Context: an optimization exercise on an open-source flow, tuned for a short achievable clock period and few clock cycles. The choices shown serve that exercise and are no tape-out recipe.
No run shown here included a check of the RTL's function; only the layout flow was run.
Power is estimated from default activity; no workload was simulated.

==> flow/design.v, too long to show whole: its modules and the start of the top module <==
// module x2: 3 lines
// module mj3: 3 lines
// module mul_pipe: 3523 lines
// module gcell: 4 lines
// module gcell_g: 3 lines
// module kx2: 3 lines
// module ks_add32: 302 lines
// module MIPS_Pipe: 298 lines
// module dff_r: 9 lines
// module dff: 7 lines
// module beq_cmp: 16 lines
// module eq32: 3 lines
// module late_sel: 7 lines
// module fwd3: 7 lines
// module fwd_slice: 13 lines
// module stall_calc: 13 lines
// module inc4: 16 lines
// module and2m: 3 lines
// module btb: 102 lines
// module btb_match: 8 lines
// module add10: 3 lines
// module dec5: 6 lines
// module rd10: 9 lines
// module ao6: 8 lines
module MIPS_Pipe (
    input  clk, reset,
    input  [31:0] imem_rdata,
    input  [31:0] dmem_rdata,
    output [31:0] imem_addr,
    output [31:0] dmem_addr,
    output [31:0] dmem_wdata,
    output dmem_we
);
  // ...
==> flow/flow/run.sh <==
#!/bin/bash
set -euo pipefail
MARGIN=$(cat flow/setup_margin)
CTSD=$(cat flow/cts_buf_distance)
RES=orfs/results/${FLOW_PLATFORM}/MIPS_Pipe/base
bash standard.sh SETUP_SLACK_MARGIN="$MARGIN" CTS_BUF_DISTANCE="$CTSD" 3_3_place_gp > flow_make_place.log 2>&1
openroad -no_init -exit -threads "${NUM_CORES:-8}" flow/move_out_regs.tcl > flow_move_out_regs.log 2>&1
bash standard.sh SETUP_SLACK_MARGIN="$MARGIN" CTS_BUF_DISTANCE="$CTSD" > flow_make_rest.log 2>&1
==> flow/flow/cts_buf_distance <==
200
==> flow/flow/move_out_regs.tcl <==
# Move each flip-flop that drives an output port's buffer next to that buffer.
set odb orfs/results/$::env(FLOW_PLATFORM)/MIPS_Pipe/base/3_3_place_gp.odb
read_db $odb
set block [ord::get_db_block]
set core [$block getCoreArea]
set cx [expr {([$core xMin] + [$core xMax]) / 2}]
set cy [expr {([$core yMin] + [$core yMax]) / 2}]
set moved 0
foreach bt [$block getBTerms] {
  if {[$bt getIoType] ne "OUTPUT"} { continue }
  set net [$bt getNet]
  set buf ""
  foreach it [$net getITerms] { if {[$it isOutputSignal]} { set buf [$it getInst] } }
  if {$buf eq ""} { continue }
  set innet ""
  foreach it [$buf getITerms] { if {[$it isInputSignal]} { set innet [$it getNet] } }
  if {$innet eq ""} { continue }
  set ff ""
  set nload 0
  foreach it [$innet getITerms] {
    if {[$it isOutputSignal]} { set ff [$it getInst] } else { incr nload }
  }
  if {$ff eq "" || $nload != 1} { continue }
  if {![string match "*df*" [[$ff getMaster] getName]]} { continue }
  set loc [$buf getLocation]
  set x [lindex $loc 0]
  set y [lindex $loc 1]
  # a few microns from the buffer, towards the core centre
  set dx [expr {$cx > $x ? 3000 : -3000}]
  set dy [expr {$cy > $y ? 3000 : -3000}]
  $ff setLocation [expr {$x + $dx}] [expr {$y + $dy}]
  $ff setPlacementStatus PLACED
  incr moved
  puts "moved [$ff getName] next to [$buf getName] for [$bt getName]"
}
puts "moved $moved flip-flops"
write_db $odb
==> flow/flow/setup_margin <==
8.5
==> flow/standard.sh <==
#!/bin/bash
# synth_recipe.tcl (not shown) runs the flow's synth.tcl, then flattens the netlist and writes it again
# the make line also repeats each setting of config.mk as NAME=value (left out here)
make -C /OpenROAD-flow-scripts/flow DESIGN_CONFIG=/design/flow/config.mk WORK_HOME=/design/flow/orfs CLKGATE_MAP_FILE= SYNTH_SCRIPT=/design/flow/synth_recipe.tcl "${@:-finish}"
==> flow/config.mk <==
export PLATFORM = sky130hd
export DESIGN_NAME = MIPS_Pipe
export DESIGN_NICKNAME = MIPS_Pipe
export VERILOG_FILES = /design/flow/design.v
export SDC_FILE = /design/flow/constraint.sdc
export NUM_CORES = 8
export LEC_CHECK = 0
export CAP_MARGIN = 20
export CORE_MARGIN = 2
export CORE_UTILIZATION = 50
export CTS_CLUSTER_DIAMETER = 80
export CTS_CLUSTER_SIZE = 24
export SLEW_MARGIN = 20
export SYNTH_HIERARCHICAL = 1
==> flow/constraint.sdc <==
create_clock -name core_clock -period 12.0 [get_ports {clk}]
set_input_delay 2.4000 -clock core_clock [delete_from_list [all_inputs] [get_ports {clk}]]
set_output_delay 2.4000 -clock core_clock [all_outputs]
set_load 0.01 [all_outputs]
==> run notes, run 1 <==
Routed WL 602800 um; dpl ws approximately 5.6 ns; Internal roughly 14000 uW; outcome timing/DRC/antenna clean; Max-cap violations 0; Logic pwr share 0.258; Crit path depth 1; Multi-In Gates slightly above 9000; Max-slew headroom 0.1837; Via density around 6.7; multi-input gate area in the final layout slightly below 0.08 mm^2; Util after Layout 0.5677; Largest Register rf; clk cell area share 0.03094; Worst Hold End btb_u.re_pc[1]; met2 routed WL 256800 um; DRC 0; WP buf/inv 1; R2R cell count 12; switch share 0.3449; grt ovf 0; Final Cycle Share 0.3134; Pwr Density 133.6 mW/mm^2; most frequent cells in the layout edfxtp_1, and2_1, xor2_1; routing usage on met2 0.5902; Initial Util 0.5011; # port buffers 162; unrepaired setup endpoints after global routing true; type of origin of the critical path flip-flop; largest net degree at the start of global routing 120; routability cong. 1.002; M3 GR Usage 0.09890; worst r2r dst pc_out.q[31]; Sequential cell area roughly 0.064 mm^2; initial DRC count between 15000 and 20000; IO Pins around 160; total track usage 0.3999; first-pass GRT wire length 818300 um
==> module MIPS_Pipe, before the edit <==
module MIPS_Pipe (
    input  clk, reset,
    input  [31:0] imem_rdata,
    input  [31:0] dmem_rdata,
    output [31:0] imem_addr,
    output [31:0] dmem_addr,
    output [31:0] dmem_wdata,
    output dmem_we
);
genvar k;
reg  [31:0] pc_f;
wire [31:0] pc_in;
wire [31:0] pc_in_o;
dff #(.W(32)) pc_out (.clk(clk), .d(pc_in_o), .q(imem_addr));
reg z, boot;
always @(posedge clk) z <= ~reset;
always @(posedge clk or negedge reset)
    if (!reset) boot <= 1'b1;
    else boot <= 1'b0;
wire fetch_ok = ~boot | z;
wire        j_f    = (imem_rdata[31:26] == 6'b000010);
wire        hit_t_f, bhit_f;
wire [9:0]  btgt_f;
wire [9:0]  blow_f;
wire        ue_v, ud_v;
wire [9:0]  ud_pc;
wire [9:0]  ud_jf;
wire        fold_ok = (pc_f[31:12] == 20'd0);
btb btb_u (.clk(clk), .rst(reset), .pc(pc_f[11:2]),
           .ue_v(ue_v), .ue_pc(bpc_e), .ue_taken(taken_e), .ue_tgt(bt_e[11:2]),
           .ud_v(ud_v), .ud_pc(ud_pc), .ud_jf(ud_jf), .fold_ok(fold_ok),
           .hit_t(hit_t_f), .hit(bhit_f), .tgt(btgt_f), .nlow(blow_f));
wire [31:0] pcp4_f;
inc4 inc_f (.a(pc_f), .y(pcp4_f));
wire [31:0] jt_f   = {pcp4_f[31:28], imem_rdata[25:0], 2'b00};
wire [31:0] btb_pc_f = {pc_f[31:12], blow_f, 2'b00};
wire        predt_f = hit_t_f & ~j_f;
wire [29:0] immp1_f = {{14{imem_rdata[15]}}, imem_rdata[15:0]} + 30'd1;
wire [31:0] immx_f  = {immp1_f, 2'b00};
wire [5:0]  op_f  = imem_rdata[31:26];
wire [5:0]  fn_f  = imem_rdata[5:0];
wire is_r_f    = (op_f == 6'b000000);
wire is_addi_f = (op_f == 6'b001000);
wire is_lw_f   = (op_f == 6'b100011);
wire is_sw_f   = (op_f == 6'b101011);
wire is_beq_f  = (op_f == 6'b000100);
wire use_imm_f = is_addi_f | is_lw_f | is_sw_f;
wire [4:0] dst_f = is_r_f ? imem_rdata[15:11] : imem_rdata[20:16];
wire [19:0] dec_f = {
    op_f == 6'b000010,                                   
    is_r_f & (fn_f == 6'b011100),                        
    is_r_f & (fn_f == 6'b101010),                        
    is_r_f & (fn_f == 6'b100101),                        
    is_r_f & (fn_f == 6'b100100),                        
    is_r_f & (fn_f == 6'b100010),                        
    use_imm_f | (is_r_f & (fn_f == 6'b100000)),          
    dst_f,                                               
    (is_r_f | is_addi_f | is_lw_f) & (dst_f != 5'd0),    
    is_r_f | is_beq_f,                                   
    is_r_f | use_imm_f | is_beq_f,                       
    use_imm_f,                                           
    is_beq_f,                                            
    is_sw_f,                                             
    is_lw_f,                                             
    predt_f & ~is_beq_f                                  
};
reg         valid_d;
reg  [31:0] instr_d, pc_d;
reg  [19:0] dec_d;
reg   [9:0] btgt_d;
reg         same_d;    
reg         predt_d;
reg  [31:0] immx_d;
wire [31:0] pcp4_d;
inc4 inc_d (.a(pc_d), .y(pcp4_d));
wire [4:0]  rs_d  = instr_d[25:21];
wire [4:0]  rt_d  = instr_d[20:16];
wire [31:0] imm_d = {{16{instr_d[15]}}, instr_d[15:0]};
wire is_j_d    = dec_d[19];
wire mul_d     = dec_d[18];
wire slt_d     = dec_d[17];
wire or_d      = dec_d[16];
wire and_d     = dec_d[15];
wire sub_d     = dec_d[14];
wire add_d     = dec_d[13];
wire [4:0] dst_d = dec_d[12:8];
wire wr_d      = dec_d[7];
wire uses_rt_d = dec_d[6];
wire uses_rs_d = dec_d[5];
wire use_imm_d = dec_d[4];
wire is_beq_d  = dec_d[3];
wire is_sw_d   = dec_d[2];
wire is_lw_d   = dec_d[1];
wire fix_d     = dec_d[0];
reg        wr_e, lw_e, mul_e, sw_e;
reg  [4:0] dst_e;
reg        wr_m, lw_m, mul_m;
reg  [4:0] dst_m;
reg        wr_w;
reg  [4:0] dst_w;
reg [31:0] res_m, res_w;
wire [31:0] mul_p;
wire [31:0] res_mc, res_wr;
wire [31:0] res_w_d = lw_m ? dmem_rdata : mul_m ? mul_p : res_m;
dff #(.W(32)) res_wr_u (.clk(clk), .d(res_w_d), .q(res_wr));
wire [31:0] wdata_w = res_wr;
reg [31:0] rf [1:31];
reg [31:1] rf_ok;
wire [31:0] rf_rs = (rs_d == 5'd0) ? 32'd0 :
                    (wr_w && dst_w == rs_d) ? wdata_w : (rf[rs_d] & {32{rf_ok[rs_d]}});
wire [31:0] rf_rt = (rt_d == 5'd0) ? 32'd0 :
                    (wr_w && dst_w == rt_d) ? wdata_w : (rf[rt_d] & {32{rf_ok[rt_d]}});
wire [4:0] rs_f = imem_rdata[25:21];
wire [31:1] rs_f_hot;
wire [309:0] rf_lo10;
generate for (k = 1; k < 32; k = k + 1) begin : rflo
    assign rf_lo10[10*(k-1)+9:10*(k-1)] = rf[k][9:0] & {10{rf_ok[k]}};
end endgenerate
dec5 rs_f_dec (.a(rs_f), .y(rs_f_hot));
wire [9:0] base10_f;
rd10 rs_f_rd (.sel(rs_f_hot), .d(rf_lo10), .y(base10_f));
wire rs_e_hit = wr_e && dst_e == rs_d;
wire rt_e_hit = wr_e && dst_e == rt_d;
wire rs_m_hit = wr_m && dst_m == rs_d;
wire rt_m_hit = wr_m && dst_m == rt_d;
wire [2:0] stall_x;
generate for (k = 0; k < 3; k = k + 1) begin : stl
    stall_calc u (.valid(valid_d), .uses_rs(uses_rs_d), .uses_rt(uses_rt_d), .is_sw(is_sw_d),
        .rs(rs_d), .rt(rt_d), .wr_e(wr_e), .lw_e(lw_e), .mul_e(mul_e), .dst_e(dst_e),
        .stall(stall_x[k]));
end endgenerate
wire stall_pc = stall_x[0];
wire stall_dr = stall_x[1];
wire stall_d  = stall_x[2];
wire [31:0] bt_d;
wire bt_cout;
ks_add32 bt_add (.a(pc_d), .b(immx_d), .cin(1'b0), .s(bt_d), .cout(bt_cout));
wire redir_d  = valid_d & ~stall_d  & fix_d;
wire redir_pc = valid_d & ~stall_pc & fix_d;
wire hold_pc = stall_pc | ~fetch_ok | ~reset;
wire s_hold = hold_pc;
wire s_rd   = ~hold_pc & redir_pc;
wire s_j    = ~hold_pc & ~redir_pc & j_f;
wire s_p    = ~hold_pc & ~redir_pc & ~j_f;    
reg  [9:0] raw10, base10_d;
reg        fresh_d;
wire [9:0] base10_e = fresh_d ? raw10 : base10_d;
reg        el_e;
reg        wl_v;
reg  [4:0] wl_dst;
reg  [9:0] wl_val;
wire rs_w_hit  = wr_w && dst_w == rs_d;
wire rs_l_hit  = wl_v && wl_dst == rs_d;
wire [9:0] imm10 = instr_d[9:0];
wire [9:0] a10_m, a10_w, a10_l, a10_r;
add10 ad_m (.a(res_m[9:0]), .b(imm10), .y(a10_m));
add10 ad_w (.a(res_w[9:0]), .b(imm10), .y(a10_w));
add10 ad_l (.a(wl_val),     .b(imm10), .y(a10_l));
add10 ad_r (.a(base10_e),   .b(imm10), .y(a10_r));
wire [9:0] addr10_d = (rs_d == 5'd0) ? imm10 : rs_m_hit ? a10_m :
                      rs_w_hit ? a10_w : rs_l_hit ? a10_l : a10_r;
wire el_d = valid_d & is_lw_d & ~rs_e_hit & ~(rs_m_hit & (lw_m | mul_m)) & ~sw_e & ~lw_e;
wire [3:0] sel_next = {rs_e_hit, ~rs_e_hit & rs_m_hit,
                       ~use_imm_d & rt_e_hit, ~use_imm_d & ~rt_e_hit & rt_m_hit};
reg  [31:0] opa_e, opb_e, sd_e, bt_e, pcp4_e;
reg   [9:0] btgt_e;
reg         same_e;
reg  [19:0] pch_e;
reg         fa_m_e, fa_w_e, fb_m_e, fb_w_e, fs_m_e, fs_w_e, fs_l_e;
reg         add_e, sub_e, and_e, or_e, slt_e, beq_e, predt_e;
reg   [9:0] bpc_e;
wire [31:0] a_e, b_e, s_e;
generate for (k = 0; k < 4; k = k + 1) begin : fwd
    fwd_slice #(.W(8)) a (.clk(clk), .sm_d(sel_next[3]), .sw_d(sel_next[2]),
        .m(res_m[8*k+7:8*k]), .w(res_w[8*k+7:8*k]), .r(opa_e[8*k+7:8*k]), .y(a_e[8*k+7:8*k]));
    fwd_slice #(.W(8)) b (.clk(clk), .sm_d(sel_next[1]), .sw_d(sel_next[0]),
        .m(res_m[8*k+7:8*k]), .w(res_w[8*k+7:8*k]), .r(opb_e[8*k+7:8*k]), .y(b_e[8*k+7:8*k]));
end endgenerate
fwd3 fwd_s (.sm(fs_m_e), .sw(fs_w_e), .m(res_mc), .w(res_w), .r(sd_e),  .y(s_e));
wire [31:0] sum_e, diff_e;
wire        c_sum_e, c_diff_e;
ks_add32 add_u (.a(a_e), .b(b_e),  .cin(1'b0), .s(sum_e),  .cout(c_sum_e));
ks_add32 sub_u (.a(a_e), .b(~b_e), .cin(1'b1), .s(diff_e), .cout(c_diff_e));
wire        lt_e   = ~c_diff_e;    
wire [31:0] alu_e  = ({32{add_e}} & sum_e) | ({32{sub_e}} & diff_e) |
                     ({32{and_e}} & (a_e & b_e)) | ({32{or_e}} & (a_e | b_e)) |
                     {31'd0, slt_e & lt_e} | ({32{el_e}} & dmem_rdata);
wire taken_e;
beq_cmp cmp_u (.res_m(res_mc), .res_w(res_w), .opa(opa_e), .opb(opb_e),
               .fa_m(fa_m_e), .fa_w(fa_w_e), .fb_m(fb_m_e), .fb_w(fb_w_e),
               .taken(taken_e));
wire tmatch_e = (pch_e == bt_e[31:12]) & (btgt_e == bt_e[11:2]);
wire redir_t = beq_e & (predt_e ? ~tmatch_e : ~same_e);
wire redir_n = beq_e & predt_e & ~(same_e & tmatch_e);
wire [31:0] pc_t0, pc_n0;
ao6 pcsel_t (.s({redir_t, {4{~redir_t}} & {s_hold, s_rd, s_j, s_p}}),
             .x5(bt_e), .x4(pc_f), .x3(pcp4_d), .x2(jt_f), .x1(pcp4_f), .y(pc_t0));
ao6 pcsel_n (.s({redir_n, {4{~redir_n}} & {s_hold, s_rd, s_j, s_p}}),
             .x5(pcp4_e), .x4(pc_f), .x3(pcp4_d), .x2(jt_f), .x1(pcp4_f), .y(pc_n0));
wire is_nop_d = ~wr_d & ~is_sw_d & ~is_beq_d & ~is_j_d;
assign ue_v  = beq_e & (taken_e | predt_e);
assign ud_v  = valid_d & (is_j_d | is_nop_d) & (pc_d[31:12] == 20'd0) & (pc_d[11:2] != 10'd0) &
               (is_j_d ? (instr_d[25:10] == 16'd0) : (pcp4_d[31:12] == 20'd0));
assign ud_pc = pc_d[11:2] - 10'd1;
assign ud_jf = is_j_d ? instr_d[9:0] : pcp4_d[11:2];
wire vd = stall_d ? valid_d : ~redir_d;
wire b0 = stall_d | ~valid_d;
wire valid_d_next, bubble_d;
wire [31:0] pc_tn, pc_tn_o;
wire bsel;
late_sel #(.W(35)) tsel_u (.s(taken_e),
    .x1({pc_t0, ~redir_t & vd, redir_t | b0, s_p & ~redir_t}),
    .x0({pc_n0, ~redir_n & vd, redir_n | b0, s_p & ~redir_n}),
    .y({pc_tn, valid_d_next, bubble_d, bsel}));
late_sel #(.W(32)) tsel_o (.s(taken_e), .x1(pc_t0), .x0(pc_n0), .y(pc_tn_o));
late_sel #(.W(32)) bsel_u (.s(bhit_f & bsel), .x1(btb_pc_f), .x0(pc_tn),   .y(pc_in));
late_sel #(.W(32)) bsel_o (.s(bhit_f & bsel), .x1(btb_pc_f), .x0(pc_tn_o), .y(pc_in_o));
mul_pipe mul_u (.clk(clk), .res_m(res_mc), .res_w(res_w),
                .opa(opa_e), .opb(opb_e), .sel_d(sel_next), .p(mul_p));
reg  [31:0] sd_m;
reg         we_m;
dff #(.W(32)) addr_out (.clk(clk), .d(el_d ? {22'd0, addr10_d} : alu_e), .q(dmem_addr));
dff #(.W(32)) res_mc_u (.clk(clk), .d(alu_e),   .q(res_mc));
assign dmem_wdata = sd_m;
assign dmem_we    = we_m;
integer i;
always @(posedge clk or negedge reset) begin
    if (!reset) begin
        pc_f <= 32'd0;
        valid_d <= 1'b0;
        predt_d <= 1'b0;
        wr_e <= 1'b0; lw_e <= 1'b0; mul_e <= 1'b0; dst_e <= 5'd0; el_e <= 1'b0;
        sw_e <= 1'b0; beq_e <= 1'b0; predt_e <= 1'b0;
        wr_m <= 1'b0; lw_m <= 1'b0; mul_m <= 1'b0; dst_m <= 5'd0; we_m <= 1'b0;
        wr_w <= 1'b0; dst_w <= 5'd0;
        rf_ok <= 31'd0;
        wl_v  <= 1'b0;
    end else begin
        pc_f    <= pc_in;
        valid_d <= valid_d_next & fetch_ok;
        if (!stall_dr) predt_d <= predt_f;
        wr_e  <= wr_d & ~bubble_d;
        lw_e  <= is_lw_d & ~el_d & ~bubble_d;
        el_e  <= el_d & ~bubble_d;
        mul_e <= mul_d & ~bubble_d;
        sw_e  <= is_sw_d & ~bubble_d;
        beq_e <= is_beq_d & ~bubble_d;
        dst_e <= dst_d;
        predt_e <= predt_d;
        wr_m  <= wr_e;
        lw_m  <= lw_e;
        mul_m <= mul_e;
        dst_m <= dst_e;
        we_m  <= sw_e;
        wr_w  <= wr_m;
        dst_w <= dst_m;
        if (wr_w) rf_ok[dst_w] <= 1'b1;
        wl_v  <= wr_w;
    end
end
always @(posedge clk) begin
    raw10    <= base10_f;
    fresh_d  <= ~stall_dr;
    base10_d <= rs_w_hit ? wdata_w[9:0] : rs_l_hit ? wl_val : base10_e;
    wl_dst   <= dst_w;
    wl_val   <= wdata_w[9:0];
    if (!stall_dr) begin
        instr_d <= imem_rdata;
        dec_d   <= dec_f;
        pc_d    <= pc_f;
        btgt_d  <= btgt_f;
        same_d  <= (imem_rdata[15:0] == 16'd0);
        immx_d  <= immx_f;
    end
    add_e <= add_d & ~el_d;
    sub_e <= sub_d;
    and_e <= and_d;
    or_e  <= or_d;
    slt_e <= slt_d;
    {fa_m_e, fa_w_e, fb_m_e, fb_w_e} <= sel_next;
    fs_m_e <= rt_e_hit & ~lw_e;
    fs_w_e <= ~rt_e_hit & rt_m_hit;
    fs_l_e <= rt_e_hit & lw_e;
    opa_e  <= rf_rs;
    opb_e  <= use_imm_d ? imm_d : rf_rt;
    sd_e   <= rf_rt;
    bt_e   <= bt_d;
    pcp4_e <= pcp4_d;
    btgt_e <= btgt_d;
    same_e <= same_d;
    pch_e  <= pc_d[31:12];
    bpc_e  <= pc_d[11:2];
    res_m  <= alu_e;
    if (wr_w) rf[dst_w] <= wdata_w;
    sd_m   <= fs_l_e ? dmem_rdata : s_e;
    res_w  <= res_w_d;
end
endmodule
==> inputs of run 2 (changes only) <==
--- a/flow/design.v
+++ b/flow/design.v
@@ -3983,4 +3983,3 @@
 wire s_rd   = ~hold_pc & redir_pc;
-wire s_j    = ~hold_pc & ~redir_pc & j_f;
-wire s_p    = ~hold_pc & ~redir_pc & ~j_f;    
+wire s_p    = ~hold_pc & ~redir_pc;    
 reg  [9:0] raw10, base10_d;
@@ -4036,6 +4035,9 @@
 wire [31:0] pc_t0, pc_n0;
-ao6 pcsel_t (.s({redir_t, {4{~redir_t}} & {s_hold, s_rd, s_j, s_p}}),
-             .x5(bt_e), .x4(pc_f), .x3(pcp4_d), .x2(jt_f), .x1(pcp4_f), .y(pc_t0));
-ao6 pcsel_n (.s({redir_n, {4{~redir_n}} & {s_hold, s_rd, s_j, s_p}}),
-             .x5(pcp4_e), .x4(pc_f), .x3(pcp4_d), .x2(jt_f), .x1(pcp4_f), .y(pc_n0));
+wire [31:0] pc_t1, pc_n1;
+ao5 pcsel_t (.s({redir_t, {3{~redir_t}} & {s_hold, s_rd, s_p}}),
+             .x4(bt_e), .x3(pc_f), .x2(pcp4_d), .x1(pcp4_f), .y(pc_t1));
+ao5 pcsel_n (.s({redir_n, {3{~redir_n}} & {s_hold, s_rd, s_p}}),
+             .x4(pcp4_e), .x3(pc_f), .x2(pcp4_d), .x1(pcp4_f), .y(pc_n1));
+late_sel #(.W(32)) jsel_t (.s(j_f & s_p & ~redir_t), .x1(jt_f), .x0(pc_t1), .y(pc_t0));
+late_sel #(.W(32)) jsel_n (.s(j_f & s_p & ~redir_n), .x1(jt_f), .x0(pc_n1), .y(pc_n0));
 wire is_nop_d = ~wr_d & ~is_sw_d & ~is_beq_d & ~is_j_d;
@@ -4053,7 +4055,7 @@
     .x1({pc_t0, ~redir_t & vd, redir_t | b0, s_p & ~redir_t}),
-    .x0({pc_n0, ~redir_n & vd, redir_n | b0, s_p & ~redir_n}),
+    .x0({pc_n0, ~redir_n & vd, redir_n | b0, s_p & ~redir_n}),    
     .y({pc_tn, valid_d_next, bubble_d, bsel}));
 late_sel #(.W(32)) tsel_o (.s(taken_e), .x1(pc_t0), .x0(pc_n0), .y(pc_tn_o));
-late_sel #(.W(32)) bsel_u (.s(bhit_f & bsel), .x1(btb_pc_f), .x0(pc_tn),   .y(pc_in));
-late_sel #(.W(32)) bsel_o (.s(bhit_f & bsel), .x1(btb_pc_f), .x0(pc_tn_o), .y(pc_in_o));
+late_sel #(.W(32)) bsel_u (.s(bhit_f & bsel & ~j_f), .x1(btb_pc_f), .x0(pc_tn),   .y(pc_in));
+late_sel #(.W(32)) bsel_o (.s(bhit_f & bsel & ~j_f), .x1(btb_pc_f), .x0(pc_tn_o), .y(pc_in_o));
 mul_pipe mul_u (.clk(clk), .res_m(res_mc), .res_w(res_w),
@@ -4361,9 +4363,8 @@
 endmodule
-module ao6 (
-    input [4:0] s,
-    input [31:0] x5, x4, x3, x2, x1,
+module ao5 (
+    input [3:0] s,
+    input [31:0] x4, x3, x2, x1,
     output [31:0] y
 );
-assign y = ({32{s[4]}} & x5) | ({32{s[3]}} & x4) | ({32{s[2]}} & x3) |
-           ({32{s[1]}} & x2) | ({32{s[0]}} & x1);
+assign y = ({32{s[3]}} & x4) | ({32{s[2]}} & x3) | ({32{s[1]}} & x2) | ({32{s[0]}} & x1);
 endmodule
==> run 2 against run 1 <==
Effect of this change: still clean; power fell by 5.5%; combinational power fell by 19%; critical path depth rose by 10; register-to-register slack got worse by 0.07 ns; clock-buffer cell count did not move; clock skew fell by 0.0037 ns; core utilization rose by 0.38 points; first-iteration DRC count fell by 13%; clock power rose by 2%; sequential cell count did not move; highest routed layer unchanged.
==> run notes, run 2 <==
Max-slew headroom 0.2066 (was 0.1837); final setup TNS 0 ns (unchanged); most frequent cells in the layout edfxtp_1, xor2_1, and2_1 (was edfxtp_1, and2_1, xor2_1); Psw 6617 uW (was 7441 uW); CP most frequent cell mux2_4; Skew-Pair Late Insertion Delay 0.87 ns (about the same); post-layout min period 3.801 ns (was 3.761 ns); most common cell after layout, fill and taps aside edfxtp_1 (unchanged); CP top delay family multiplexers (was flip-flops); die height 539.1 um (was 537.9 um); register share of total power 0.489 (was 0.473); initial DRC count 13870 (was 15960); type of origin of the critical path input port (was flip-flop); WP buf/inv 4 (was 1); Routed WL 584200 um (was 602800 um); M3 GR Usage 0.07409 (was 0.09890); # port buffers 162 (unchanged); CTS Root Buffer Type clkbuf_16 (unchanged); Antenna Nets Post-Route 0 (unchanged); H-Tree Depth 4 (unchanged); hold buffers post-CTS 0 (unchanged); Final Cell Area 0.1629 mm^2 (was 0.1615 mm^2); DP Area 0.1492 mm^2 (was 0.1486 mm^2); Rows 196 (unchanged); grt ovf 0 (unchanged); Clock Skew 0.05681 ns (was 0.06049 ns); area of the mapped netlist 0.1432 mm^2 (was 0.1425 mm^2); Setup-failing EPs final 0 (unchanged); share of cells above drive strength 1 0.2908 (was 0.2380); largest net degree at the start of global routing 98 (was 120); antenna violations before repair 69 (was 78); DRT Pass-1 Iters 11 (was 13); slowest stage cell on the critical path mux2_4 (was dfrtp_1); critical-path cell list buf_8 > nor3_4 > nand3_4 > inv_4 > nand3_4 > nor2_4 > buf_6 > buf_12 > mux2_4 > mux2_4 > mux2_4 (was buf_2); HPWL after DPL 380800 um (was 388300 um); Worst Path Max Fanout 6 (was 1); Wirelength per Cell 36.70 um (was 36.53 um); CTS max path bufs 4 (unchanged); die area 0.2907 mm^2 (was 0.2894 mm^2); Max-cap violations 0 (unchanged); Worst Tran Pin Value 1.190 ns (was 1.224 ns); Largest regs rf x1024, btb_u.jt x160, btb_u.tg x160 (unchanged); Peak VDD IR 155.1 uV (was 155.8 uV); CTS tree built (unchanged); Pleak 0.07014 uW (was 0.07035 uW); CTS clk-pin slew, worst paths 0.10 ns (about the same); fillers 23290 (was 23950); Clock power frac 0.289 (was 0.269); maximum clock frequency 0.2631 GHz (was 0.2659 GHz); syn avg cell area 12.29 um^2 (was 11.63 um^2); Mapped Cells 11650 (was 12260); Sequential cell area 0.06422 mm^2 (was 0.06414 mm^2); Max stage delay on crit path 0.35 ns (was 0.38 ns); total track usage 0.3844 (was 0.3999); Data required, critical path 12.74 ns (was 9.60 ns); Initial Util 0.5024 (was 0.5011); CP endpoint kind flip-flop (was output port); switch share 0.3245 (was 0.3449); Logic pwr share 0.222 (was 0.258); Via density 6.641 (was 6.664); Final Cycle Share 0.3168 (was 0.3134); DRC 0 (unchanged); Final Power 20390 uW (was 21580 uW); gr busiest metal met2 (unchanged); Internal 13770 uW (was 14130 uW); first-pass GRT wire length 795700 um (was 818300 um); Finished Layout Cells 15920 (was 16500); unrepaired setup endpoints after global routing true (unchanged); CTS Buf Count 152 (was 151); Slew Limit Fails 0 (unchanged); final hold vios 0 (unchanged); Crit Path Category input port to flip-flop (was flip-flop to output port); Pwr Density 125.2 mW/mm^2 (was 133.6 mW/mm^2); outcome timing/DRC/antenna clean (unchanged); YS warnings 24 (unchanged); core area 0.2850 mm^2 (was 0.2845 mm^2); multi-input gate area in the final layout 0.07985 mm^2 (was 0.07887 mm^2); via count 105700 (was 110000); Final Hold Slack 0.3308 ns (was 0.3304 ns); Sink Count 2369 (unchanged); die span in x 539.1 um (was 537.9 um); number of flip-flops in the largest register 1024 (unchanged); worst min-delay path category flip-flop to flip-flop (unchanged); vias in the first global route 102800 (was 104800); cell count after placement 15230 (was 15830); fin nets 12120 (was 12730); Largest Register rf (unchanged); routing usage on met1 0.4971 (was 0.5509); routing usage on met2 0.6023 (was 0.5902); Area Growth Syn to Fin 13.75% (was 13.30%); IO Pins 163 (unchanged); arrival time worst endpoint 4.54 ns (was 1.36 ns); routability cong. 1.023 (was 1.002)
-- run 2: repair_timing --
item	in CTS	in global routing
resized for setup	1226	528
pin swaps	77	299
gates cloned	15	21
setup buffers	134	188
setup endpoints to repair	645	447
-- run 2: worst register-to-register path: stages, from the launching register on --
cell      delay (ns)
dfrtp_2         0.43
buf_12          0.16
buf_16          0.30
xnor2_1         0.17
nand4_1         0.17
nor4_4          0.39
a22o_1          0.29
a221oi_2        0.05
nand4_1         0.53
a21o_1          0.24
and3_4          0.29
buf_4           0.24
mux2_4          0.39
-- run 2: worst paths after layout --
kind | slack, ns | from | cells after the start | end
min in group asynchronous | 1.34 | reset | 1 | dst_w[1]
min | 0.33 | bpc_e[7] | 0 | btb_u.re_pc[7]
max | 8.20 | imem_rdata[29] | 11 | pc_out.q[10]
max in group asynchronous | 9.58 | reset | 2 | pc_f[13]
max reg2reg | 8.21 | pc_f[8] | 12 | pc_out.q[11]
min reg2reg | 0.33 | bpc_e[7] | 0 | btb_u.re_pc[7]
-- run 2: per-stage QoR --
step,worst slack [ns],utilization
after floorplan,7.798,-
after CTS,8.177,0.5546
after global routing,8.157,0.5712
final,8.199,0.5715
after detailed placement,6.024,0.5237
after global placement,6.116,0.5234
-- run 2: final cells by class --
class	instances	area share
multi-input combinational	8568	0.4903
sequential	2369	0.3943
timing repair buffer	792	0.05145
tap	3762	0.02890
clock buffer	192	0.02511
clock inverter	82	0.006676
inverter	99	0.002397
antenna	52	0.0007990
timing repair inverter	2	0.00007683
-- run 2: power groups by stage --
stage / registers (uW) / logic, uW / clock network [uW]
2_1_floorplan: 9860 / 2530 / 0
3_3_place_gp: 10200 / 3860 / 0
3_5_place_dp: 10200 / 3950 / 0
4_1_cts: 9950 / 4230 / 5930
5_1_grt: 10000 / 4690 / 6200
6_report: 9970 / 4530 / 5900
-- run 2: routing by layer --
metal | part of all wire | vias up
met5 | 0.00030 | -
met4 | 0.070 | 16
met3 | 0.096 | 1486
met2 | 0.45 | 6335
met1 | 0.38 | 54080
li1 | - | 43790
==> inputs of run 3 (changes only) <==
--- a/flow/design.v
+++ b/flow/design.v
@@ -3861,3 +3861,4 @@
 wire fetch_ok = ~boot | z;
-wire        j_f    = (imem_rdata[31:26] == 6'b000010);
+wire        j_f;
+opdec #(.OP(6'b000010)) jdec_f (.op(imem_rdata[31:26]), .y(j_f));
 wire        hit_t_f, bhit_f;
@@ -4370 +4371,4 @@
 endmodule
+module opdec #(parameter [5:0] OP = 6'd0) (input [5:0] op, output y);
+assign y = (op == OP);
+endmodule
==> run 3 against run 2 <==
Effect of this change: still clean; worst setup slack worse by 0.31 ns; global-route usage up 0.92 points; non-clock buffer count up 56; power up 4.9%; core utilization up 0.099 points; sequential power about the same; clock-buffer cell count down 10; clock power down 3.7%; combinational power up 24%; die area up 0.27%; synthesized area up 0.27%; largest cell class unchanged.
==> run notes, run 3 <==
most frequent cells in the layout edfxtp_1, and2_1, xor2_1 (was edfxtp_1, xor2_1, and2_1); CTS Root Buffer Type clkbuf_16 (unchanged); Data required, critical path 12.73 ns (was 12.74 ns); Area Growth Syn to Fin 13.84% (was 13.75%); IO Pins 163 (unchanged); core area 0.2855 mm^2 (was 0.2850 mm^2); Pleak 0.07137 uW (was 0.07014 uW); via count 110900 (was 105700); number of flip-flops in the largest register 1024 (unchanged); CTS tree built (unchanged); total track usage 0.3936 (was 0.3844); worst min-delay path category flip-flop to flip-flop (unchanged); Worst Hold End btb_u.re_pc[1] (was btb_u.re_pc[7]); final hold vios 0 (unchanged); H-Tree Depth 4 (unchanged); # port buffers 162 (unchanged); Worst Tran Pin Value 1.250 ns (was 1.190 ns); vias in the first global route 106700 (was 102800); final setup TNS 0 ns (unchanged); initial DRC count 14420 (was 13870); Wirelength per Cell 36.31 um (was 36.70 um); die span in x 539.8 um (was 539.1 um); outcome timing/DRC/antenna clean (unchanged); share of cells above drive strength 1 0.2424 (was 0.2908); Clock Skew 0.06731 ns (was 0.05681 ns); Mapped Cells 12490 (was 11650); CP endpoint kind flip-flop (unchanged); die height 539.8 um (was 539.1 um); Pwr Density 130.9 mW/mm^2 (was 125.2 mW/mm^2); hold_sp bpc_e[1] (was bpc_e[7]); Max-cap violations 0 (unchanged); grt ovf 0 (unchanged); most common cell after layout, fill and taps aside edfxtp_1 (unchanged); area of the mapped netlist 0.1436 mm^2 (was 0.1432 mm^2); Max-slew headroom 0.1667 (was 0.2066); die area 0.2914 mm^2 (was 0.2907 mm^2); Setup-failing EPs final 0 (unchanged); Largest Register rf (unchanged); Largest regs rf x1024, btb_u.jt x160, btb_u.tg x160 (unchanged); arrival time worst endpoint 4.85 ns (was 4.54 ns); Final Cycle Share 0.3430 (was 0.3168); syn avg cell area 11.50 um^2 (was 12.29 um^2); CTS clk-pin slew, worst paths 0.09 ns (was 0.10 ns); R2R cell count 12 (unchanged); Skew-Pair Late Insertion Delay 0.87 ns (about the same); first-pass GRT wire length 820100 um (was 795700 um); hold depth 0 (unchanged); Crit Path Category input port to flip-flop (unchanged); Slew Limit Fails 0 (unchanged); Initial Util 0.5029 (was 0.5024); Sink Count 2369 (unchanged); fin nets 12950 (was 12120); worst r2r dst pc_out.q[19] (was pc_out.q[11]); DRC 0 (unchanged); FF-to-FF Start pc_f[2] (was pc_f[8]); Worst Path Max Fanout 8 (was 6); CTS Buf Count 146 (was 152); Via density 6.624 (was 6.641); Peak VDD IR 147.0 uV (was 155.1 uV); largest net degree at the start of global routing 124 (was 98); CTS max path bufs 4 (unchanged); post-layout min period 4.115 ns (was 3.801 ns); Rows 196 (unchanged); YS warnings 24 (unchanged); routability cong. 1.021 (was 1.023); Routed WL 607700 um (was 584200 um); maximum clock frequency 0.2430 GHz (was 0.2631 GHz); DRT Pass-1 Iters 9 (was 11); type of origin of the critical path input port (unchanged); worst setup path startpoint imem_rdata[31] (was imem_rdata[29]); Final Power 21380 uW (was 20390 uW); Antenna Nets Post-Route 0 (unchanged); HPWL after DPL 389100 um (was 380800 um); unrepaired setup endpoints after global routing true (unchanged); antenna violations before repair 62 (was 69); R2R Setup Slk 7.91 ns (was 8.21 ns)
run 3: area by class of cell:
type                            instances  area (um^2)
Fill cell                           23750       122000
Multi-Input combinational cell       9346        80520
Sequential cell                      2369        64170
Timing Repair Buffer                  848         8656
Tap cell                             3762         4707
Clock buffer                          182         3969
Clock inverter                         73        870.8
Inverter                              105        409.1
Antenna cell                           51        127.6
Timing Repair inverter                  1        5.005
run 3: power by group:
| part | internal [uW] | leakage, uW | switching (uW) |
|---|---|---|---|
| Sequential | 9260 | 0.0223 | 838 |
| Clock | 2570 | 0.00236 | 3120 |
| Combinational | 2170 | 0.0467 | 3430 |
run 3: how the worst max path moves through the flow:
stage,slack [ns],cells past startpoint,end
6_report,7.88,12,pc_out.q[1]
5_1_grt,7.85,12,pc_out.q[1]
4_1_cts,7.87,11,pc_out.q[1]
3_5_place_dp,5.25,9,pc_out.q[16]
2_1_floorplan,7.46,9,pc_f[0]
3_3_place_gp,5.37,9,pc_f[31]
run 3: per-layer routing:
metal  up-vias  routed length, um  global-route usage
li1      46380                  -                   -
met1     55760             229900              0.5043
met2      6914             270700              0.6150
met3      1797              59860             0.07397
met4         8              47190              0.2461
met5         -                 43                   0
run 3: metrics by stage:
step / hold WS (ns) / setup WS (ns) / instance area (um^2) / instances / util
after floorplan: 0.3096 / 7.464 / 143800 / 12500 / -
after global placement: 0.3125 / 5.372 / 149600 / 16030 / 0.5241
after detailed placement: 0.3120 / 5.245 / 149600 / 16030 / 0.5242
after CTS: 0.3314 / 7.871 / 158200 / 16440 / 0.5541
after global routing: 0.3313 / 7.852 / 163300 / 16710 / 0.5722
final: 0.3295 / 7.885 / 163400 / 16740 / 0.5725
run 3: repair_timing:
item / in CTS / in global routing
gates resized for setup: 1220 / 569
hold buffers: 0 / 0
endpoints found under the setup margin: 677 / 510
setup buffers: 142 / 213
pin swaps: 104 / 278
gates cloned: 13 / 31
run 3: worst max-delay path: stages:
cell	delay (ns)
buf_8	0.10
or4b_4	0.54
nor3_4	0.16
buf_12	0.15
nand3_4	0.09
nor2_4	0.15
buf_6	0.12
buf_12	0.10
buf_16	0.14
mux2_4	0.31
mux2_4	0.27
mux2_4	0.30
==> inputs of run 4 (changes only) <==
==> flow/flow/cts_buf_distance (replaced) <==
150
--- a/flow/config.mk
+++ b/flow/config.mk
@@ -10,4 +10,4 @@
 export CORE_UTILIZATION = 50
-export CTS_CLUSTER_DIAMETER = 80
-export CTS_CLUSTER_SIZE = 24
+export CTS_CLUSTER_DIAMETER = 60
+export CTS_CLUSTER_SIZE = 20
 export SLEW_MARGIN = 20
==> run 4 against run 3 <==
Effect of this change: still clean on timing, DRC and antenna; sequential share of layout area down 0.26 points; clock power up about 30%; register-to-register slack about the same; sequential power about the same; fmax up 0.91%; final area up 0.66%; clock skew up 0.042 ns; clock-buffer cell count up 53; critical path depth unchanged; cell count up 0.15%; global-route usage up 0.10 points.
==> run notes, run 4 <==
YS warnings 24 (unchanged); final setup TNS 0 ns (unchanged); unrepaired setup endpoints after global routing true (unchanged); Sink Count 2369 (unchanged); DRC 0 (unchanged); hold_sp bpc_e[6] (was bpc_e[1]); IO Pins 163 (unchanged); maximum clock frequency 0.2452 GHz (was 0.2430 GHz); Slew Limit Fails 0 (unchanged); Mapped Cells 12490 (unchanged); most common cell after layout, fill and taps aside edfxtp_1 (unchanged); Max stage delay on crit path 0.63 ns (was 0.54 ns); Setup-failing EPs final 0 (unchanged); # port buffers 162 (unchanged); FF-to-FF Start pc_f[2] (unchanged); vias in the first global route 107300 (was 106700); via count 110500 (was 110900); critical-path cell list buf_4 > nor3b_2 > nand3_1 > nor4_2 > a221oi_1 > nand4_1 > a21o_1 > nand2_2 > nor2_4 > buf_12 > buf_16 > mux2_4 (was buf_8 > or4b_4 > nor3_4 > buf_12 > nand3_4 > nor2_4 > buf_6 > buf_12 > buf_16 > mux2_4 > mux2_4 > mux2_4); Crit Path Category flip-flop to flip-flop (was input port to flip-flop); antenna violations before repair 60 (was 62); Crit path depth 12 (unchanged); area of the mapped netlist 0.1436 mm^2 (unchanged); CP endpoint kind flip-flop (unchanged); Worst Path Max Fanout 21 (was 8); routability cong. 1.021 (unchanged); WP buf/inv 3 (was 5); Clock Skew 0.1097 ns (was 0.06731 ns); R2R cell count 12 (unchanged); hold buffers post-CTS 0 (unchanged); largest net degree at the start of global routing 124 (unchanged); type of origin of the critical path flip-flop (was input port); HPWL after DPL 389100 um (unchanged); hold depth 0 (unchanged); total track usage 0.3947 (was 0.3936); initial DRC count 14490 (was 14420); worst setup path startpoint pc_f[2] (was imem_rdata[31]); Final Cycle Share 0.3398 (was 0.3430); CP top delay family simple AND/OR/NAND/NOR gates (unchanged); H-Tree Depth 4 (unchanged); arrival time worst endpoint 4.90 ns (was 4.85 ns); worst min-delay path category flip-flop to flip-flop (unchanged); Pleak 0.07185 uW (was 0.07137 uW); Skew-Pair Late Insertion Delay 0.99 ns (was 0.87 ns); Max-cap violations 0 (unchanged); CTS tree built (unchanged); DRT Pass-1 Iters 7 (was 9); Largest Register rf (unchanged); share of cells above drive strength 1 0.2400 (was 0.2424); Initial Util 0.5029 (unchanged); Largest regs rf x1024, btb_u.jt x160, btb_u.tg x160 (unchanged); Area Growth Syn to Fin 14.59% (was 13.84%); final hold vios 0 (unchanged); Rows 196 (unchanged); post-layout min period 4.078 ns (was 4.115 ns); die area 0.2914 mm^2 (unchanged); most frequent cells in the layout edfxtp_1, and2_1, xor2_1 (unchanged); Peak VDD IR 157.8 uV (was 147.0 uV); fin nets 12920 (was 12950); number of flip-flops in the largest register 1024 (unchanged); Via density 6.594 (was 6.624); Util after Layout 0.5763 (was 0.5725); Data required, critical path 12.82 ns (was 12.73 ns); Pwr Density 140.0 mW/mm^2 (was 130.9 mW/mm^2); Antenna Nets Post-Route 0 (unchanged); die span in x 539.8 um (unchanged); outcome timing/DRC/antenna clean (unchanged); syn avg cell area 11.50 um^2 (unchanged); Wirelength per Cell 35.96 um (was 36.31 um); CTS max path bufs 5 (was 4); CTS Root Buffer Type clkbuf_16 (unchanged); die height 539.8 um (unchanged); core area 0.2855 mm^2 (unchanged); CTS clk-pin slew, worst paths 0.09 ns (about the same); Max-slew headroom 0.06575 (was 0.1667); Routed WL 602800 um (was 607700 um); first-pass GRT wire length 821300 um (was 820100 um); slowest stage cell on the critical path nor4_2 (was or4b_4); Worst Tran Pin Value 1.401 ns (was 1.250 ns); grt ovf 0 (unchanged); CTS Buf Count 214 (was 146)
run 4: final cells by class:
cell class / instances / area, um^2
fill: 23580 / 120900
multi-input combinational: 9348 / 80110
sequential: 2369 / 64160
timing repair buffer: 748 / 7617
clock buffer: 235 / 5553
tap: 3762 / 4707
clock inverter: 150 / 1836
inverter: 105 / 409.1
antenna: 44 / 110.1
timing repair inverter: 1 / 5.005
run 4: final timing paths:
check                                 end  slack [ns]
setup / recovery                 pc_f[20]        7.92
hold / removal             btb_u.re_pc[6]        0.32
setup reg to reg                 pc_f[20]        7.92
hold reg to reg            btb_u.re_pc[6]        0.32
max in group asynchronous        dst_w[2]        9.71
min in group asynchronous         pc_f[2]        1.26
run 4: where the power goes:
part	leakage [uW]	switching [uW]	total (uW)	internal (uW)
sequential	0.0223	826	10100	9270
clock	0.00357	3640	7400	3760
combinational	0.0460	3400	5540	2150
total	0.0719	7860	23000	15200
run 4: worst reg2reg max path, stage by stage, from the launching register on:
cell	delay, ns
dfrtp_2	0.42
buf_4	0.20
nor3b_2	0.57
nand3_1	0.19
nor4_2	0.63
a221oi_1	0.16
nand4_1	0.56
a21o_1	0.23
nand2_2	0.12
nor2_4	0.21
buf_12	0.15
buf_16	0.21
mux2_4	0.33
run 4: through the flow:
stage	setup slack [ns]	instance area [um^2]	total power, uW	cells	hold slack [ns]
global placement	5.372	149600	15140	16030	0.3125
floorplan	7.464	143800	13050	12500	0.3096
detailed placement	5.245	149600	15190	16030	0.3120
CTS	7.976	160100	22660	16530	0.3283
finish	7.922	164500	23030	16760	0.3235
global route	7.941	164400	23630	16740	0.3303
run 4: what timing repair did:
item                                   in CTS  in global routing
cloned                                     10                 25
gates resized for setup                  1143                516
buffers inserted                          105                161
pin swaps                                  82                207
setup endpoints to repair                 696                505
endpoints found under the hold margin       0                  0
run 4: routing by layer:
layer,track usage,share of wire
met3,0.07859,0.099
met1,0.5017,0.38
met2,0.6177,0.45
met5,0.001808,0.00037
met4,0.2468,0.075
==> inputs of run 5 (changes only) <==
--- a/flow/design.v
+++ b/flow/design.v
@@ -4035,3 +4035,2 @@
 wire redir_n = beq_e & predt_e & ~(same_e & tmatch_e);
-wire [31:0] pc_t0, pc_n0;
 wire [31:0] pc_t1, pc_n1;
@@ -4041,4 +4040,2 @@
              .x4(pcp4_e), .x3(pc_f), .x2(pcp4_d), .x1(pcp4_f), .y(pc_n1));
-late_sel #(.W(32)) jsel_t (.s(j_f & s_p & ~redir_t), .x1(jt_f), .x0(pc_t1), .y(pc_t0));
-late_sel #(.W(32)) jsel_n (.s(j_f & s_p & ~redir_n), .x1(jt_f), .x0(pc_n1), .y(pc_n0));
 wire is_nop_d = ~wr_d & ~is_sw_d & ~is_beq_d & ~is_j_d;
@@ -4055,8 +4052,11 @@
 late_sel #(.W(35)) tsel_u (.s(taken_e),
-    .x1({pc_t0, ~redir_t & vd, redir_t | b0, s_p & ~redir_t}),
-    .x0({pc_n0, ~redir_n & vd, redir_n | b0, s_p & ~redir_n}),    
+    .x1({pc_t1, ~redir_t & vd, redir_t | b0, s_p & ~redir_t}),
+    .x0({pc_n1, ~redir_n & vd, redir_n | b0, s_p & ~redir_n}),    
     .y({pc_tn, valid_d_next, bubble_d, bsel}));
-late_sel #(.W(32)) tsel_o (.s(taken_e), .x1(pc_t0), .x0(pc_n0), .y(pc_tn_o));
-late_sel #(.W(32)) bsel_u (.s(bhit_f & bsel & ~j_f), .x1(btb_pc_f), .x0(pc_tn),   .y(pc_in));
-late_sel #(.W(32)) bsel_o (.s(bhit_f & bsel & ~j_f), .x1(btb_pc_f), .x0(pc_tn_o), .y(pc_in_o));
+late_sel #(.W(32)) tsel_o (.s(taken_e), .x1(pc_t1), .x0(pc_n1), .y(pc_tn_o));
+wire [31:0] pc_j, pc_j_o;
+late_sel #(.W(32)) jsel_u (.s(j_f & bsel), .x1(jt_f), .x0(pc_tn),   .y(pc_j));
+late_sel #(.W(32)) jsel_o (.s(j_f & bsel), .x1(jt_f), .x0(pc_tn_o), .y(pc_j_o));
+late_sel #(.W(32)) bsel_u (.s(bhit_f & bsel & ~j_f), .x1(btb_pc_f), .x0(pc_j),   .y(pc_in));
+late_sel #(.W(32)) bsel_o (.s(bhit_f & bsel & ~j_f), .x1(btb_pc_f), .x0(pc_j_o), .y(pc_in_o));
 mul_pipe mul_u (.clk(clk), .res_m(res_mc), .res_w(res_w),
==> flow/flow/cts_buf_distance (replaced) <==
200
--- a/flow/config.mk
+++ b/flow/config.mk
@@ -10,4 +10,4 @@
 export CORE_UTILIZATION = 50
-export CTS_CLUSTER_DIAMETER = 60
-export CTS_CLUSTER_SIZE = 20
+export CTS_CLUSTER_DIAMETER = 80
+export CTS_CLUSTER_SIZE = 24
 export SLEW_MARGIN = 20
==> run 5 against run 4 <==
Effect of this change: clock power decreased by 21%; largest cell class unchanged; core utilization down 0.96 points; sequential power barely moved; via count fell by 0.62%; first-iteration DRC count fell by 13%; non-clock buffer count is 30 higher; worst setup slack better by 0.24 ns; combinational power is 5.6% lower; critical endpoint is now pc_out.q[5].
==> run notes, run 5 <==
IO Pins 163 (unchanged); Final Cell Area 0.1630 mm^2 (was 0.1645 mm^2); CTS Root Buffer Type clkbuf_16 (unchanged); Final Cycle Share 0.3202 (was 0.3398); first-pass GRT wire length 823200 um (was 821300 um); Max-slew headroom 0.1371 (was 0.06575); vias in the first global route 106400 (was 107300); Mapped Cells 12550 (was 12490); CP top delay family simple AND/OR/NAND/NOR gates (unchanged); Pwr Density 130.1 mW/mm^2 (was 140.0 mW/mm^2); slowest stage cell on the critical path or4b_4 (was nor4_2); total track usage 0.3957 (was 0.3947); die area 0.2929 mm^2 (was 0.2914 mm^2); die height 541.2 um (was 539.8 um); via count 109800 (was 110500); fin nets 12940 (was 12920); unrepaired setup endpoints after global routing true (unchanged); CP endpoint kind flip-flop (unchanged); Skew-Pair Late Insertion Delay 0.88 ns (was 0.99 ns); core area 0.2877 mm^2 (was 0.2855 mm^2); Via density 6.561 (was 6.594); outcome timing/DRC/antenna clean (unchanged); Crit Path Category input port to flip-flop (was flip-flop to flip-flop); DRC 0 (unchanged); Initial Util 0.5016 (was 0.5029); DRT Pass-1 Iters 9 (was 7); arrival time worst endpoint 4.57 ns (was 4.90 ns); Max-cap violations 0 (unchanged); WP buf/inv 5 (was 3); Area Growth Syn to Fin 12.97% (was 14.59%); CTS tree built (unchanged); worst min-delay path category flip-flop to flip-flop (unchanged); antenna violations before repair 72 (was 60); area of the mapped netlist 0.1443 mm^2 (was 0.1436 mm^2); syn avg cell area 11.50 um^2 (about the same); final hold vios 0 (unchanged); routability cong. 0.9933 (was 1.021); Wirelength per Cell 36.04 um (was 35.96 um); Util after Layout 0.5667 (was 0.5763); Slew Limit Fails 0 (unchanged); initial DRC count 12580 (was 14490); Max stage delay on crit path 0.54 ns (was 0.63 ns); YS warnings 24 (unchanged); Routed WL 603400 um (was 602800 um); Largest Register rf (unchanged); # port buffers 162 (unchanged); number of flip-flops in the largest register 1024 (unchanged); final setup TNS 0 ns (unchanged); type of origin of the critical path input port (was flip-flop); Peak VDD IR 314.3 uV (was 157.8 uV); Data required, critical path 12.73 ns (was 12.82 ns); Rows 197 (was 196); share of cells above drive strength 1 0.2404 (was 0.2400); DP Area 0.1500 mm^2 (was 0.1496 mm^2); Sink Count 2369 (unchanged); HPWL after DPL 391800 um (was 389100 um); most frequent cells in the layout edfxtp_1, xor2_1, and2_1 (was edfxtp_1, and2_1, xor2_1); maximum clock frequency 0.2603 GHz (was 0.2452 GHz); largest net degree at the start of global routing 151 (was 124); CP most frequent cell buf_12; most common cell after layout, fill and taps aside edfxtp_1 (unchanged); Antenna Nets Post-Route 0 (unchanged); H-Tree Depth 4 (unchanged); Largest regs rf x1024, btb_u.jt x160, btb_u.tg x160 (unchanged); Pleak 0.07123 uW (was 0.07185 uW); Setup-failing EPs final 0 (unchanged); CTS max path bufs 4 (was 5); Final Power 21210 uW (was 23030 uW); Worst Path Max Fanout 6 (was 21); CTS clk-pin slew, worst paths 0.10 ns (was 0.09 ns); CTS Buf Count 153 (was 214); post-layout min period 3.842 ns (was 4.078 ns); critical-path cell list buf_8 > or4b_4 > nor3_4 > buf_12 > and2_4 > buf_12 > buf_12 > buf_16 > mux2_4 > mux2_4 (was buf_4 > nor3b_2 > nand3_1 > nor4_2 > a221oi_1 > nand4_1 > a21o_1 > nand2_2 > nor2_4 > buf_12 > buf_16 > mux2_4); Worst Tran Pin Value 1.294 ns (was 1.401 ns); die span in x 541.2 um (was 539.8 um); Clock Skew 0.05892 ns (was 0.1097 ns); grt ovf 0 (unchanged)
==> run 5: final cells by class <==
class,instances,area [um^2]
diodes,45,112.6
clock buffers,184,4071
clock inverters,80,1066
fillers,24020,124600
inverters,84,326.6
multi-input cells,9421,80630
flip-flops and latches,2369,64130
well taps,3781,4731
repair buffers,778,7940
==> run 5: worst paths after layout <==
kind | startpoint | end | slack [ns] | depth (start not counted)
max | imem_rdata[31] | pc_out.q[5] | 8.16 | 10
min | bpc_e[5] | btb_u.re_pc[5] | 0.34 | 0
max reg2reg | res_w[31] | pc_out.q[5] | 8.26 | 14
min reg2reg | bpc_e[5] | btb_u.re_pc[5] | 0.34 | 0
max in group asynchronous | reset | pc_f[3] | 9.24 | 3
min in group asynchronous | reset | pc_f[1] | 1.49 | 2
==> run 5: metal layers <==
layer	vias to the layer above	routed length (um)	global-route usage
li1	46460	-	-
met1	55560	229100	0.4899
met2	6166	272800	0.6263
met3	1644	54860	0.08497
met4	20	46490	0.2554
met5	-	128	0
==> run 5: stage by stage <==
stage | instances | hold slack (ns) | worst slack [ns]
after global placement | 16080 | 0.3103 | 5.667
after CTS | 16510 | 0.3337 | 8.150
after detailed placement | 16080 | 0.3121 | 5.609
after floorplan | 12560 | 0.3096 | 7.809
after global routing | 16730 | 0.3391 | 8.163
final | 16740 | 0.3351 | 8.158
==> run 5: power by group <==
| group | switching [uW] | internal, uW |
|---|---|---|
| combinational | 3170 | 2060 |
| clock | 3200 | 2670 |
| sequential | 846 | 9260 |
==> run 5: what timing repair did <==
item                                    4_1_cts  5_1_grt
cloned                                       22       13
pin swaps                                    62      199
gates resized for setup                    1205      492
endpoints found under the hold margin         0        0
endpoints found under the setup margin      682      436
setup buffers                               139      174
hold buffers                                  0        0
==> inputs of run 6 (changes only) <==
==> flow/flow/cts_buf_distance (replaced) <==
150
--- a/flow/config.mk
+++ b/flow/config.mk
@@ -10,4 +10,4 @@
 export CORE_UTILIZATION = 50
-export CTS_CLUSTER_DIAMETER = 80
-export CTS_CLUSTER_SIZE = 24
+export CTS_CLUSTER_DIAMETER = 60
+export CTS_CLUSTER_SIZE = 20
 export SLEW_MARGIN = 20
==> run 6 against run 5 <==
Effect of this change: still clean; non-clock buffer count grew 49; synthesized area is the same; cell count grew 1.1%; sequential cell count is the same; global-route usage grew 0.11 points; combinational power grew 2%; sequential share of layout area shrank 0.73 points; routed wire length grew 0.69%; sequential power is essentially flat; power grew 7.9%; final area grew 2.0%; critical endpoint is now dmem_we.
==> run notes, run 6 <==
Setup-failing EPs final 0 (unchanged); Final Cycle Share 0.3258 (was 0.3202); routability cong. 0.9933 (unchanged); IO Pins 163 (unchanged); CTS clk-pin slew, worst paths 0.08 ns (was 0.10 ns); Worst Tran Pin Value 1.264 ns (was 1.294 ns); slowest stage cell on the critical path dfrtp_1 (was or4b_4); fillers 23750 (was 24020); Final Cell Area 0.1662 mm^2 (was 0.1630 mm^2); unrepaired setup endpoints after global routing true (unchanged); Skew-Pair Late Insertion Delay 0.98 ns (was 0.88 ns); final setup TNS 0 ns (unchanged); Sink Count 2369 (unchanged); HPWL after DPL 391800 um (unchanged); Via density 6.534 (was 6.561); Largest Register rf (unchanged); final worst slack 8.090 ns (was 8.158 ns); Mapped Cells 12550 (unchanged); Largest regs rf x1024, btb_u.jt x160, btb_u.tg x160 (unchanged); Data required, critical path 9.60 ns (was 12.73 ns); most common cell after layout, fill and taps aside edfxtp_1 (unchanged); via count 110600 (was 109800); CP top delay family flip-flops (was simple AND/OR/NAND/NOR gates); # port buffers 162 (unchanged); die area 0.2929 mm^2 (unchanged); final hold vios 0 (unchanged); multi-input gate area in the final layout 0.08078 mm^2 (was 0.08063 mm^2); arrival time worst endpoint 1.51 ns (was 4.57 ns); type of origin of the critical path flip-flop (was input port); H-Tree Depth 4 (unchanged); area of the mapped netlist 0.1443 mm^2 (unchanged); antenna violations before repair 68 (was 72); initial DRC count 12550 (was 12580); die span in x 541.2 um (unchanged); DRT Pass-1 Iters 8 (was 9); Util after Layout 0.5779 (was 0.5667); DP Area 0.1500 mm^2 (unchanged); Worst Path Max Fanout 1 (was 6); vias in the first global route 107000 (was 106400); Pwr Density 137.6 mW/mm^2 (was 130.1 mW/mm^2); core area 0.2877 mm^2 (unchanged); worst min-delay path category flip-flop to flip-flop (unchanged); Max-slew headroom 0.1576 (was 0.1371); CTS max path bufs 5 (was 4); number of flip-flops in the largest register 1024 (unchanged); outcome timing/DRC/antenna clean (unchanged); YS warnings 24 (unchanged); Crit Path Category flip-flop to output port (was input port to flip-flop); Initial Util 0.5016 (unchanged); Final Power 22880 uW (was 21210 uW); Pleak 0.07270 uW (was 0.07123 uW); share of cells above drive strength 1 0.2533 (was 0.2404); CTS tree built (unchanged); WP buf/inv 1 (was 5); first-pass GRT wire length 824600 um (was 823200 um); CTS Buf Count 215 (was 153); Max stage delay on crit path 0.39 ns (was 0.54 ns); Rows 197 (unchanged); largest net degree at the start of global routing 151 (unchanged); Slew Limit Fails 0 (unchanged); grt ovf 0 (unchanged); maximum clock frequency 0.2558 GHz (was 0.2603 GHz); fin nets 13050 (was 12940); total track usage 0.3968 (was 0.3957); syn avg cell area 11.50 um^2 (unchanged); Sequential cell area 0.06417 mm^2 (was 0.06413 mm^2); critical-path cell list buf_6 (was buf_8 > or4b_4 > nor3_4 > buf_12 > and2_4 > buf_12 > buf_12 > buf_16 > mux2_4 > mux2_4); post-layout min period 3.910 ns (was 3.842 ns); DRC 0 (unchanged); CTS Root Buffer Type clkbuf_16 (unchanged); Peak VDD IR 302.2 uV (was 314.3 uV); die height 541.2 um (unchanged); Wirelength per Cell 35.90 um (was 36.04 um); Area Growth Syn to Fin 15.19% (was 12.97%); CP endpoint kind output port (was flip-flop); Antenna Nets Post-Route 0 (unchanged); Routed WL 607600 um (was 603400 um); Max-cap violations 0 (unchanged); Clock Skew 0.08853 ns (was 0.05892 ns); dpl ws 5.609 ns (unchanged); most frequent cells in the layout edfxtp_1, xor2_1, and2_1 (unchanged)
run 6: changes by cell type in the layout (fill, tap and decap cells not counted), moves of 11 or more:
cell       change
clkbuf_16     +68
dfxtp_1       -11
mux2i_2       -17
xor2_1        -13
inv_8         +11
buf_12        +15
buf_4         +20
clkinv_4      +13
run 6: path summary, 6_finish.rpt:
kind	depth (start not counted)	startpoint	end	slack, ns
hold reg to reg	0	bpc_e[5]	btb_u.re_pc[5]	0.33
setup / recovery	1	we_m	dmem_we	8.09
hold / removal	0	bpc_e[5]	btb_u.re_pc[5]	0.33
max in group asynchronous	3	reset	pc_f[3]	9.31
setup reg to reg	6	rf_ok[19]	opb_e[13]	8.29
min in group asynchronous	1	reset	pc_f[30]	1.27
run 6: area by class of cell:
class                      count  share of cell area
timing repair buffer         827             0.05190
antenna                       54           0.0008129
clock inverter               143             0.01043
tap                         3781             0.02846
inverter                      84            0.001965
clock buffer                 246             0.03438
sequential                  2369              0.3861
multi-input combinational   9421              0.4860
run 6: report_power, final:
group / internal [uW] / switching [uW] / leakage [uW] / total (uW)
clock: 3790 / 3630 / 0.00360 / 7420
combinational: 2120 / 3230 / 0.0468 / 5350
sequential: 9260 / 847 / 0.0223 / 10100
run 6: timing repair:
action	in CTS	in global routing
pin swaps	61	241
buffers inserted	156	201
setup endpoints to repair	679	426
hold buffers	0	0
cloned	22	18
resized for setup	1230	525
run 6: metrics by stage:
| stage | std cells | hold WS, ns |
|---|---|---|
| after detailed placement | 16080 | 0.3121 |
| after global placement | 16080 | 0.3103 |
| after CTS | 16650 | 0.3306 |
| final | 16930 | 0.3301 |
| after floorplan | 12560 | 0.3096 |
| after global routing | 16910 | 0.3347 |
run 6: metal layers:
metal | track usage | up-vias | routed length [um]
met2 | 0.6239 | 6261 | 274100
met5 | 0.004603 | - | 118
met1 | 0.4923 | 55870 | 230600
li1 | - | 46790 | -
met4 | 0.2615 | 18 | 46400
met3 | 0.08532 | 1647 | 56350
==> inputs of run 7 (changes only) <==
--- a/flow/design.v
+++ b/flow/design.v
@@ -3862,3 +3862,3 @@
 wire        j_f;
-opdec #(.OP(6'b000010)) jdec_f (.op(imem_rdata[31:26]), .y(j_f));
+opdec_j jdec_f (.op(imem_rdata[31:26]), .y(j_f));
 wire        hit_t_f, bhit_f;
@@ -4371,4 +4371,16 @@
 endmodule
-module opdec #(parameter [5:0] OP = 6'd0) (input [5:0] op, output y);
-assign y = (op == OP);
+module opdec_j (input [5:0] op, output y);
+wire a, b;
+nor3m g1 (.a(op[5]), .b(op[4]), .c(op[3]), .y(a));
+nor2m g2 (.a(op[2]), .b(op[0]), .y(b));
+and3m g3 (.a(a), .b(b), .c(op[1]), .y(y));
+endmodule
+module nor3m (input a, b, c, output y);
+assign y = ~(a | b | c);
+endmodule
+module nor2m (input a, b, output y);
+assign y = ~(a | b);
+endmodule
+module and3m (input a, b, c, output y);
+assign y = a & b & c;
 endmodule
==> run 7 against run 6 <==
Effect of this change: clock-buffer cell count did not move; critical path type unchanged; sequential share of layout area barely moved; cell count grew 0.44%; critical endpoint unchanged; routed wire length increased by 1.1%; global-route usage is 0.62 points higher; worst setup slack improved by 0.036 ns; combinational power grew 1%; clock power fell by 1%; fmax grew 0.93%.
==> run notes, run 7 <==
critical-path cell list buf_6 (unchanged); CTS clk-pin slew, worst paths 0.08 ns (about the same); Antenna Nets Post-Route 0 (unchanged); core area 0.2874 mm^2 (was 0.2877 mm^2); Area Growth Syn to Fin 15.50% (was 15.19%); Max-cap violations 0 (unchanged); H-Tree Depth 4 (unchanged); CTS Buf Count 214 (was 215); maximum clock frequency 0.2581 GHz (was 0.2558 GHz); DRT Pass-1 Iters 8 (unchanged); die span in x 540.8 um (was 541.2 um); Clock Skew 0.06318 ns (was 0.08853 ns); fin nets 13120 (was 13050); total track usage 0.4029 (was 0.3968); CTS Root Buffer Type clkbuf_16 (unchanged); Worst Tran Pin Value 1.296 ns (was 1.264 ns); CTS tree built (unchanged); post-layout min period 3.874 ns (was 3.910 ns); DRC 0 (unchanged); outcome timing/DRC/antenna clean (unchanged); HPWL after DPL 399300 um (was 391800 um); most frequent cells in the layout edfxtp_1, and2_1, xor2_1 (was edfxtp_1, xor2_1, and2_1); fillers 23870 (was 23750); final setup TNS 0 ns (unchanged); Crit Path Category flip-flop to output port (unchanged); CTS max path bufs 5 (unchanged); first-pass GRT wire length 836400 um (was 824600 um); Largest regs rf x1024, btb_u.jt x160, btb_u.tg x160 (unchanged); Rows 197 (unchanged); share of cells above drive strength 1 0.2526 (was 0.2533); IO Pins 163 (unchanged); number of flip-flops in the largest register 1024 (unchanged); FF-to-FF Start res_w[31] (was rf_ok[19]); Final Cycle Share 0.3228 (was 0.3258); Data required, critical path 9.60 ns (about the same); Sink Count 2369 (unchanged); die height 540.8 um (was 541.2 um); via count 111900 (was 110600); Via density 6.583 (was 6.534); WP buf/inv 1 (unchanged); grt ovf 0 (unchanged); Skew-Pair Late Insertion Delay 0.96 ns (was 0.98 ns); YS warnings 24 (unchanged); worst setup path startpoint we_m (unchanged); vias in the first global route 107900 (was 107000); Routed WL 614000 um (was 607600 um); Wirelength per Cell 36.12 um (was 35.90 um); arrival time worst endpoint 1.47 ns (was 1.51 ns); Pleak 0.07289 uW (was 0.07270 uW); Final Hold Slack 0.3268 ns (was 0.3301 ns); CP top delay family flip-flops (unchanged); Max stage delay on crit path 0.39 ns (about the same); worst min-delay path category flip-flop to flip-flop (unchanged); Max-slew headroom 0.1362 (was 0.1576); Worst Path Max Fanout 1 (unchanged); hold_sp bpc_e[5] (unchanged); # port buffers 162 (unchanged); unrepaired setup endpoints after global routing true (unchanged); Slew Limit Fails 0 (unchanged); initial DRC count 13900 (was 12550); hold buffers post-CTS 0 (unchanged); antenna violations before repair 71 (was 68); Peak VDD IR 166.2 uV (was 302.2 uV); largest net degree at the start of global routing 125 (was 151); Pwr Density 137.4 mW/mm^2 (was 137.6 mW/mm^2); CP endpoint kind output port (unchanged); area of the mapped netlist 0.1441 mm^2 (was 0.1443 mm^2); routability cong. 0.9995 (was 0.9933); die area 0.2925 mm^2 (was 0.2929 mm^2); Initial Util 0.5014 (was 0.5016); Largest Register rf (unchanged); type of origin of the critical path flip-flop (unchanged); final hold vios 0 (unchanged); slowest stage cell on the critical path dfrtp_1 (unchanged); Setup-failing EPs final 0 (unchanged); most common cell after layout, fill and taps aside edfxtp_1 (unchanged); syn avg cell area 11.44 um^2 (was 11.50 um^2); Mapped Cells 12590 (was 12550)
## run 7: cell count changes in the layout (fill, tap and decap cells not counted), moves of 16 or more
cell / change
mux2_2: -16
nand2_1: +68
buf_4: +19
xor2_2: +17
xor2_1: -22
nor2_1: +16
## run 7: where the power goes
part	leakage [uW]	internal (uW)	switching, uW	total [uW]
Clock	0.00354	3680	3640	7320
Sequential	0.0223	9280	855	10100
Combinational	0.0470	2110	3300	5410
## run 7: routing by layer
metal / vias up / global-route usage / wire (um)
met5: - / 0.004439 / 300
met4: 20 / 0.2620 / 48370
met3: 1827 / 0.09256 / 61690
met2: 6798 / 0.6169 / 270500
met1: 56380 / 0.5116 / 233200
li1: 46890 / - / -
## run 7: metrics by stage
stage | util | worst slack [ns] | std cells | power [uW] | area [um^2]
after global routing | 0.5788 | 8.098 | 16970 | 23450 | 166400
after global placement | 0.5218 | 5.738 | 16150 | 15040 | 150000
after detailed placement | 0.5219 | 5.689 | 16150 | 15090 | 150000
after CTS | 0.5615 | 8.090 | 16690 | 22500 | 161400
after floorplan | - | 7.849 | 12610 | 12980 | 144300
final | 0.5791 | 8.126 | 17000 | 22860 | 166400
## run 7: path summary, 6_finish.rpt
kind                                   to  slack [ns]  cells after the start
setup / recovery                  dmem_we        8.13                      1
hold / removal             btb_u.re_pc[5]        0.33                      0
setup reg to reg                 pc_f[25]        8.21                     15
hold reg to reg            btb_u.re_pc[5]        0.33                      0
max in group asynchronous      btb_u.t[4]        8.99                      4
min in group asynchronous           mul_m        1.27                      1
## run 7: repair_timing
action | CTS | global route
setup buffers | 125 | 236
cloned | 29 | 13
pin swaps | 77 | 261
gates resized for setup | 1223 | 570
endpoints found under the setup margin | 733 | 466
## run 7: layout make-up
| class | count | area, um^2 | share of cell area |
|---|---|---|---|
| Multi-Input combinational cell | 9465 | 80880 | 0.4860 |
| Sequential cell | 2369 | 64200 | 0.3857 |
| Timing Repair Buffer | 853 | 8831 | 0.05306 |
| Clock buffer | 246 | 5622 | 0.03378 |
| Tap cell | 3781 | 4731 | 0.02843 |
| Clock inverter | 141 | 1662 | 0.009984 |
| Inverter | 87 | 360.3 | 0.002165 |
| Antenna cell | 56 | 140.1 | 0.0008420 |
| Timing Repair inverter | 1 | 5.005 | 0.00003007 |
